This is an optimization exercise on Yosys and OpenROAD, whose aim is small area and a short achievable clock period, not a production implementation. At most, simulation tests tie the RTL to the original design; equivalence was not proved. No activity file was given, so power comes from the tool's default toggle rates.

## Microprocessor
module Microprocessor(
    output mem_write,
    output mem_read,
    output reg_write,
    output [1:0]op,
    output [6:0]reg_num,
    output [6:0]pc_high,
    output [6:0]pc_low,
    output [7:0]instruction_address,
    output [6:0]rwd_1,
    output [6:0]rwd_0,
    output [1:0]r_symbol,
    input oscillator,
    input reset,
    input [7:0]instruction
    );
Size: ~2100 cells after synthesis, about 310 flip-flops, roughly 16000 um^2 of cells after synthesis.
==> module Microprocessor, before the edit <==
module Microprocessor(
    output mem_write,
    output mem_read,
    output reg_write,
    output [1:0]op,
    output [6:0]reg_num,
    output [6:0]pc_high,
    output [6:0]pc_low,
    output [7:0]instruction_address,
    output [6:0]rwd_1,
    output [6:0]rwd_0,
    output [1:0]r_symbol,
    input oscillator,
    input reset,
    input [7:0]instruction
    );
    reg [7:0] pc;
    reg [7:0] r [0:3];
    reg       valid;       
    reg [1:0] opc;         
    reg [1:0] rn;          
    reg [7:0] disp;        
    wire [1:0] op_i = instruction[7:6];
    wire [1:0] sa   = instruction[5:4];
    wire [1:0] sb   = instruction[3:2];
    wire [7:0] ra = r[sa];
    wire [7:0] rb = r[sb];
    wire [9:0] qs;
    genvar k, n;
    assign qs[0] = (ra[7:2] == 6'd63);
    generate
        for (n = 1; n < 10; n = n + 1) begin : qdec
            assign qs[n] = (ra[7:2] == n - 1);
        end
    endgenerate
    wire [1:0] l  = ra[1:0];
    wire       b0p = (l == 2'd3);
    wire       b2m = (l == 2'd0);
    wire       b3m = ~l[1];
    wire [7:0] rs [0:3];
    generate
        for (n = 0; n < 8; n = n + 1) begin : rsel
            assign rs[0][n] = b0p ? qs[n]   : qs[n+1];
            assign rs[1][n] = qs[n+1];
            assign rs[2][n] = b2m ? qs[n+2] : qs[n+1];
            assign rs[3][n] = b3m ? qs[n+2] : qs[n+1];
        end
    endgenerate
    wire [1:0] bk = l + instruction[1:0];
    wire [3:0] bs = 4'b0001 << bk;
    wire       st = (op_i == 2'b10);
    wire [7:0] bd [0:3];            
    generate
        for (k = 0; k < 4; k = k + 1) begin : bank
            wire [7:0] acc [0:8];
            assign acc[0] = 8'd0;
            for (n = 0; n < 8; n = n + 1) begin : row
                localparam integer A = 4 * n + k;
                reg [7:0] w;
                always @(posedge oscillator or posedge reset)
                    if (reset)
                        w <= (A < 16) ? A : 16 - A;
                    else if (st && bs[k] && rs[k][n])
                        w <= rb;
                assign acc[n+1] = acc[n] | ({8{rs[k][n]}} & w);
            end
            assign bd[k] = acc[8];
        end
    endgenerate
    wire [7:0] rdata = ({8{bs[0]}} & bd[0]) | ({8{bs[1]}} & bd[1]) |
                       ({8{bs[2]}} & bd[2]) | ({8{bs[3]}} & bd[3]);
    wire [7:0] g0 = ra & rb;
    wire [7:0] p0 = ra ^ rb;
    wire [7:0] g1, p1, g2, p2, g3;
    generate
        for (n = 0; n < 8; n = n + 1) begin : pfx
            if (n >= 1) begin : l1
                assign g1[n] = g0[n] | (p0[n] & g0[n-1]);
                assign p1[n] = p0[n] & p0[n-1];
            end else begin : l1z
                assign g1[n] = g0[n];
                assign p1[n] = p0[n];
            end
            if (n >= 2) begin : l2
                assign g2[n] = g1[n] | (p1[n] & g1[n-2]);
                assign p2[n] = p1[n] & p1[n-2];
            end else begin : l2z
                assign g2[n] = g1[n];
                assign p2[n] = p1[n];
            end
            if (n >= 4) begin : l3
                assign g3[n] = g2[n] | (p2[n] & g2[n-4]);
            end else begin : l3z
                assign g3[n] = g2[n];
            end
        end
    endgenerate
    wire [7:0] sum = p0 ^ {g3[6:0], 1'b0};
    wire [7:0] wdata = instruction[6] ? rdata : sum;
    wire [1:0] wsel  = instruction[6] ? sb : instruction[1:0];
    wire       wen   = ~instruction[7];
    wire [7:0] pc_p1 = pc + 8'd1;
    wire [7:0] pc_p2 = {pc[7:1] + 7'd1, pc[0]};
    wire [7:0] pc_m1 = pc - 8'd1;
    reg  [7:0] pc_next;
    always @(*) begin
        if (op_i != 2'b11)
            pc_next = pc_p1;
        else case (instruction[1:0])
            2'b00: pc_next = pc_p1;
            2'b01: pc_next = pc_p2;
            2'b10: pc_next = pc_m1;
            default: pc_next = pc;
        endcase
    end
    always @(posedge oscillator or posedge reset) begin
        if (reset) begin
            pc <= 8'd0;
            r[0] <= 8'd0; r[1] <= 8'd0; r[2] <= 8'd0; r[3] <= 8'd0;
            valid <= 1'b0;
        end else begin
            pc <= pc_next;
            if (wen) r[wsel] <= wdata;
            valid <= wen;
        end
    end
    always @(posedge oscillator) begin
        opc  <= op_i;
        rn   <= wsel;
        disp <= wdata;
    end
    Console c_rwd1(rwd_1,   disp[7:4], ~valid);
    Console c_rwd0(rwd_0,   disp[3:0], ~valid);
    Console c_pch (pc_high, pc[7:4],   1'b0);
    Console c_pcl (pc_low,  pc[3:0],   1'b0);
    Console c_rn  (reg_num, {2'b00, rn}, ~valid);
    assign instruction_address = pc;
    assign op        = opc;
    assign mem_write = (opc == 2'b10);
    assign mem_read  = (opc == 2'b01);
    assign reg_write = ~opc[1];
    assign r_symbol  = 2'b11;
endmodule
make LEC_CHECK=0 ABC_AREA=1 CAP_MARGIN=20 CORE_MARGIN=2 CORE_UTILIZATION=55 CTS_CLUSTER_DIAMETER=70 CTS_CLUSTER_SIZE=25 SETUP_SLACK_MARGIN=2.5 SLEW_MARGIN=20 finish   # period 6.0 ns
run.sh (not shown) runs the stock make flow with config.mk's settings and CLKGATE_MAP_FILE= SYNTH_SCRIPT=/design/flow/synth_recipe.tcl, a recipe that flattens the netlist after the stock synthesis.
The baseline finished clean.
Change:
--- a/flow/design.v
+++ b/flow/design.v
@@ -48,16 +48,19 @@
     wire [1:0] sa   = instruction[5:4];
     wire [1:0] sb   = instruction[3:2];
     wire [7:0] ra = r[sa];
     wire [7:0] rb = r[sb];
-    wire [9:0] qs;
+    wire [9:0] qd [0:3];
     genvar k, n;
-    assign qs[0] = (ra[7:2] == 6'd63);
     generate
-        for (n = 1; n < 10; n = n + 1) begin : qdec
-            assign qs[n] = (ra[7:2] == n - 1);
+        for (k = 0; k < 4; k = k + 1) begin : rq
+            assign qd[k][0] = (r[k][7:2] == 6'd63);
+            for (n = 1; n < 10; n = n + 1) begin : d
+                assign qd[k][n] = (r[k][7:2] == n - 1);
+            end
         end
     endgenerate
+    wire [9:0] qs = qd[sa];
     wire [1:0] l  = ra[1:0];
     wire       b0p = (l == 2'd3);
     wire       b2m = (l == 2'd0);
     wire       b3m = ~l[1];
What happened: Non-clock buffer count stays the same; worst hold slack improved by 0.013 ns; design area shrinks by 0.96%; global-route usage came out higher by 0.97 points; routed wire length is higher by 2.4%; synthesized area hardly moves; sequential power climbs by about 3%; cell count is higher by 0.67%; count of clock-buffer cells in the layout came out lower by 2; critical path depth decreases by 3.
The RTL of the first run of this note was laid out without a check of its function.

* * *

Setup of alpha:
RTL: one of the versions met above, not the one the previous note started from.
Size: ~310 flip-flops, ~60 I/O pins, roughly 16000 um2 of cells after synthesis.
==> module Microprocessor, before the edit <==
module Microprocessor(
    output mem_write,
    output mem_read,
    output reg_write,
    output [1:0]op,
    output [6:0]reg_num,
    output [6:0]pc_high,
    output [6:0]pc_low,
    output [7:0]instruction_address,
    output [6:0]rwd_1,
    output [6:0]rwd_0,
    output [1:0]r_symbol,
    input oscillator,
    input reset,
    input [7:0]instruction
    );
    reg [7:0] pc;
    reg [7:0] r [0:3];
    reg       valid;       
    reg [1:0] opc;         
    reg [1:0] rn;          
    reg [7:0] disp;        
    wire [1:0] op_i = instruction[7:6];
    wire [1:0] sa   = instruction[5:4];
    wire [1:0] sb   = instruction[3:2];
    wire [7:0] ra = r[sa];
    wire [7:0] rb = r[sb];
    wire [9:0] qd [0:3];
    genvar k, n;
    generate
        for (k = 0; k < 4; k = k + 1) begin : rq
            assign qd[k][0] = (r[k][7:2] == 6'd63);
            for (n = 1; n < 10; n = n + 1) begin : d
                assign qd[k][n] = (r[k][7:2] == n - 1);
            end
        end
    endgenerate
    wire [9:0] qs = qd[sa];
    wire [1:0] l  = ra[1:0];
    wire       b0p = (l == 2'd3);
    wire       b2m = (l == 2'd0);
    wire       b3m = ~l[1];
    wire [7:0] rs [0:3];
    generate
        for (n = 0; n < 8; n = n + 1) begin : rsel
            assign rs[0][n] = b0p ? qs[n]   : qs[n+1];
            assign rs[1][n] = qs[n+1];
            assign rs[2][n] = b2m ? qs[n+2] : qs[n+1];
            assign rs[3][n] = b3m ? qs[n+2] : qs[n+1];
        end
    endgenerate
    wire [1:0] bk = l + instruction[1:0];
    wire [3:0] bs = 4'b0001 << bk;
    wire       st = (op_i == 2'b10);
    wire [7:0] bd [0:3];            
    generate
        for (k = 0; k < 4; k = k + 1) begin : bank
            wire [7:0] acc [0:8];
            assign acc[0] = 8'd0;
            for (n = 0; n < 8; n = n + 1) begin : row
                localparam integer A = 4 * n + k;
                reg [7:0] w;
                always @(posedge oscillator or posedge reset)
                    if (reset)
                        w <= (A < 16) ? A : 16 - A;
                    else if (st && bs[k] && rs[k][n])
                        w <= rb;
                assign acc[n+1] = acc[n] | ({8{rs[k][n]}} & w);
            end
            assign bd[k] = acc[8];
        end
    endgenerate
    wire [7:0] rdata = ({8{bs[0]}} & bd[0]) | ({8{bs[1]}} & bd[1]) |
                       ({8{bs[2]}} & bd[2]) | ({8{bs[3]}} & bd[3]);
    wire [7:0] g0 = ra & rb;
    wire [7:0] p0 = ra ^ rb;
    wire [7:0] g1, p1, g2, p2, g3;
    generate
        for (n = 0; n < 8; n = n + 1) begin : pfx
            if (n >= 1) begin : l1
                assign g1[n] = g0[n] | (p0[n] & g0[n-1]);
                assign p1[n] = p0[n] & p0[n-1];
            end else begin : l1z
                assign g1[n] = g0[n];
                assign p1[n] = p0[n];
            end
            if (n >= 2) begin : l2
                assign g2[n] = g1[n] | (p1[n] & g1[n-2]);
                assign p2[n] = p1[n] & p1[n-2];
            end else begin : l2z
                assign g2[n] = g1[n];
                assign p2[n] = p1[n];
            end
            if (n >= 4) begin : l3
                assign g3[n] = g2[n] | (p2[n] & g2[n-4]);
            end else begin : l3z
                assign g3[n] = g2[n];
            end
        end
    endgenerate
    wire [7:0] sum = p0 ^ {g3[6:0], 1'b0};
    wire [7:0] wdata = instruction[6] ? rdata : sum;
    wire [1:0] wsel  = instruction[6] ? sb : instruction[1:0];
    wire       wen   = ~instruction[7];
    wire [7:0] pc_p1 = pc + 8'd1;
    wire [7:0] pc_p2 = {pc[7:1] + 7'd1, pc[0]};
    wire [7:0] pc_m1 = pc - 8'd1;
    reg  [7:0] pc_next;
    always @(*) begin
        if (op_i != 2'b11)
            pc_next = pc_p1;
        else case (instruction[1:0])
            2'b00: pc_next = pc_p1;
            2'b01: pc_next = pc_p2;
            2'b10: pc_next = pc_m1;
            default: pc_next = pc;
        endcase
    end
    always @(posedge oscillator or posedge reset) begin
        if (reset) begin
            pc <= 8'd0;
            r[0] <= 8'd0; r[1] <= 8'd0; r[2] <= 8'd0; r[3] <= 8'd0;
            valid <= 1'b0;
        end else begin
            pc <= pc_next;
            if (wen) r[wsel] <= wdata;
            valid <= wen;
        end
    end
    always @(posedge oscillator) begin
        opc  <= op_i;
        rn   <= wsel;
        disp <= wdata;
    end
    Console c_rwd1(rwd_1,   disp[7:4], ~valid);
    Console c_rwd0(rwd_0,   disp[3:0], ~valid);
    Console c_pch (pc_high, pc[7:4],   1'b0);
    Console c_pcl (pc_low,  pc[3:0],   1'b0);
    Console c_rn  (reg_num, {2'b00, rn}, ~valid);
    assign instruction_address = pc;
    assign op        = opc;
    assign mem_write = (opc == 2'b10);
    assign mem_read  = (opc == 2'b01);
    assign reg_write = ~opc[1];
    assign r_symbol  = 2'b11;
endmodule
clock: 6.0 ns
lec_check: 0
abc_area: 1
cap_margin: 20
core_margin: 2
core_utilization: 55
cts_cluster_diameter: 70
cts_cluster_size: 25
setup_slack_margin: 3.0
slew_margin: 20
tns_end_percent: 0
Both conditions hold for alpha: the flow ran to the end and the final layout passed the timing, DRC and antenna checks.
--- input diff alpha..beta ---
-- flow/design.v --
<<< alpha, line 45
    reg [1:0] rn;          
    reg [7:0] disp;        
    wire [1:0] op_i = instruction[7:6];
    wire [1:0] sa   = instruction[5:4];
>>> beta, line 45
    reg [1:0] rn;          
    reg [7:0] disp;        
    reg [6:0] pch_q, pcl_q;  
    wire [1:0] op_i = instruction[7:6];
    wire [1:0] sa   = instruction[5:4];
<<< alpha, line 141
        endcase
    end
    always @(posedge oscillator or posedge reset) begin
        if (reset) begin
>>> beta, line 142
        endcase
    end
    wire [6:0] pch_d, pcl_d;
    Console c_pch (pch_d, pc_next[7:4], 1'b0);
    Console c_pcl (pcl_d, pc_next[3:0], 1'b0);
    always @(posedge oscillator or posedge reset) begin
        if (reset) begin
<<< alpha, line 146
            r[0] <= 8'd0; r[1] <= 8'd0; r[2] <= 8'd0; r[3] <= 8'd0;
            valid <= 1'b0;
        end else begin
            pc <= pc_next;
            if (wen) r[wsel] <= wdata;
            valid <= wen;
>>> beta, line 150
            r[0] <= 8'd0; r[1] <= 8'd0; r[2] <= 8'd0; r[3] <= 8'd0;
            valid <= 1'b0;
            pch_q <= 7'h3F; pcl_q <= 7'h3F;    
        end else begin
            pc <= pc_next;
            pch_q <= pch_d; pcl_q <= pcl_d;
            if (wen) r[wsel] <= wdata;
            valid <= wen;
<<< alpha, line 159
    Console c_rwd1(rwd_1,   disp[7:4], ~valid);
    Console c_rwd0(rwd_0,   disp[3:0], ~valid);
    Console c_pch (pc_high, pc[7:4],   1'b0);
    Console c_pcl (pc_low,  pc[3:0],   1'b0);
    Console c_rn  (reg_num, {2'b00, rn}, ~valid);
    assign instruction_address = pc;
    assign op        = opc;
>>> beta, line 165
    Console c_rwd1(rwd_1,   disp[7:4], ~valid);
    Console c_rwd0(rwd_0,   disp[3:0], ~valid);
    Console c_rn  (reg_num, {2'b00, rn}, ~valid);
    assign pc_high   = pch_q;
    assign pc_low    = pcl_q;
    assign instruction_address = pc;
    assign op        = opc;
[summary]
Going from alpha to beta, number of logic stages on the critical path including buffering saw a decrease; total iterations of the first detailed-routing run now smaller; sequential share of cell area picked up an extra 1.4 points. Diff beta and alpha: worst hold slack higher in alpha. Setup WNS alpha -> beta: better. Between alpha and beta, the clock edge transition at the registers on the reported setup and hold paths figures differ only marginally. Between beta and alpha, the fmax is lower for alpha. Relative to alpha, switching share of power has gone up in beta. Between beta and alpha, the difference in total internal power is negligible. Per the comparison of beta with alpha, post-route clock period utilization lost 2.4 points; placed cell count picked up an extra 0.88%; wire length after detailed routing neither gained nor lost much. In the flow results for beta and alpha, the cell area is larger on beta. alpha has a lower sum of met3 wire segment lengths after detailed routing than beta.

[afterwards: timing with drivers on the ports]
In the flow no input, the clock included, has a driving cell. The finished layouts below were timed again as built, in two steps.
Step 1: set_driving_cell puts a clkbuf_16 on oscillator and a buf_2 on each other input, an assumption about the parent block.
Step 2 also shifts input and output timing later by t, the mid clock arrival at the registers, as if the neighbouring blocks saw the same clock.
a / b / c = ideal ports / drivers / drivers and shift; a / b = the first two.
run | t, ns | setup slack, ns | hold slack, ns
the first run of note 1 | 0.587 | 2.485 / 2.432 / 2.033 | 0.476 / 0.476 / 0.476
the second run of note 1 | 0.573 | 2.518 / 2.467 / 2.025 | 0.489 / 0.489 / 0.489
alpha | 0.599 | 2.601 / 2.547 / 2.084 | 0.490 / 0.490 / 0.490
beta | 0.601 | 2.748 / 2.699 / 2.211 | 0.475 / 0.475 / 0.475
After both steps every run listed still meets setup and hold. For beta, which loses most, drivers alone change the setup slack by -0.049 ns; drivers and shift together by -0.537 ns.
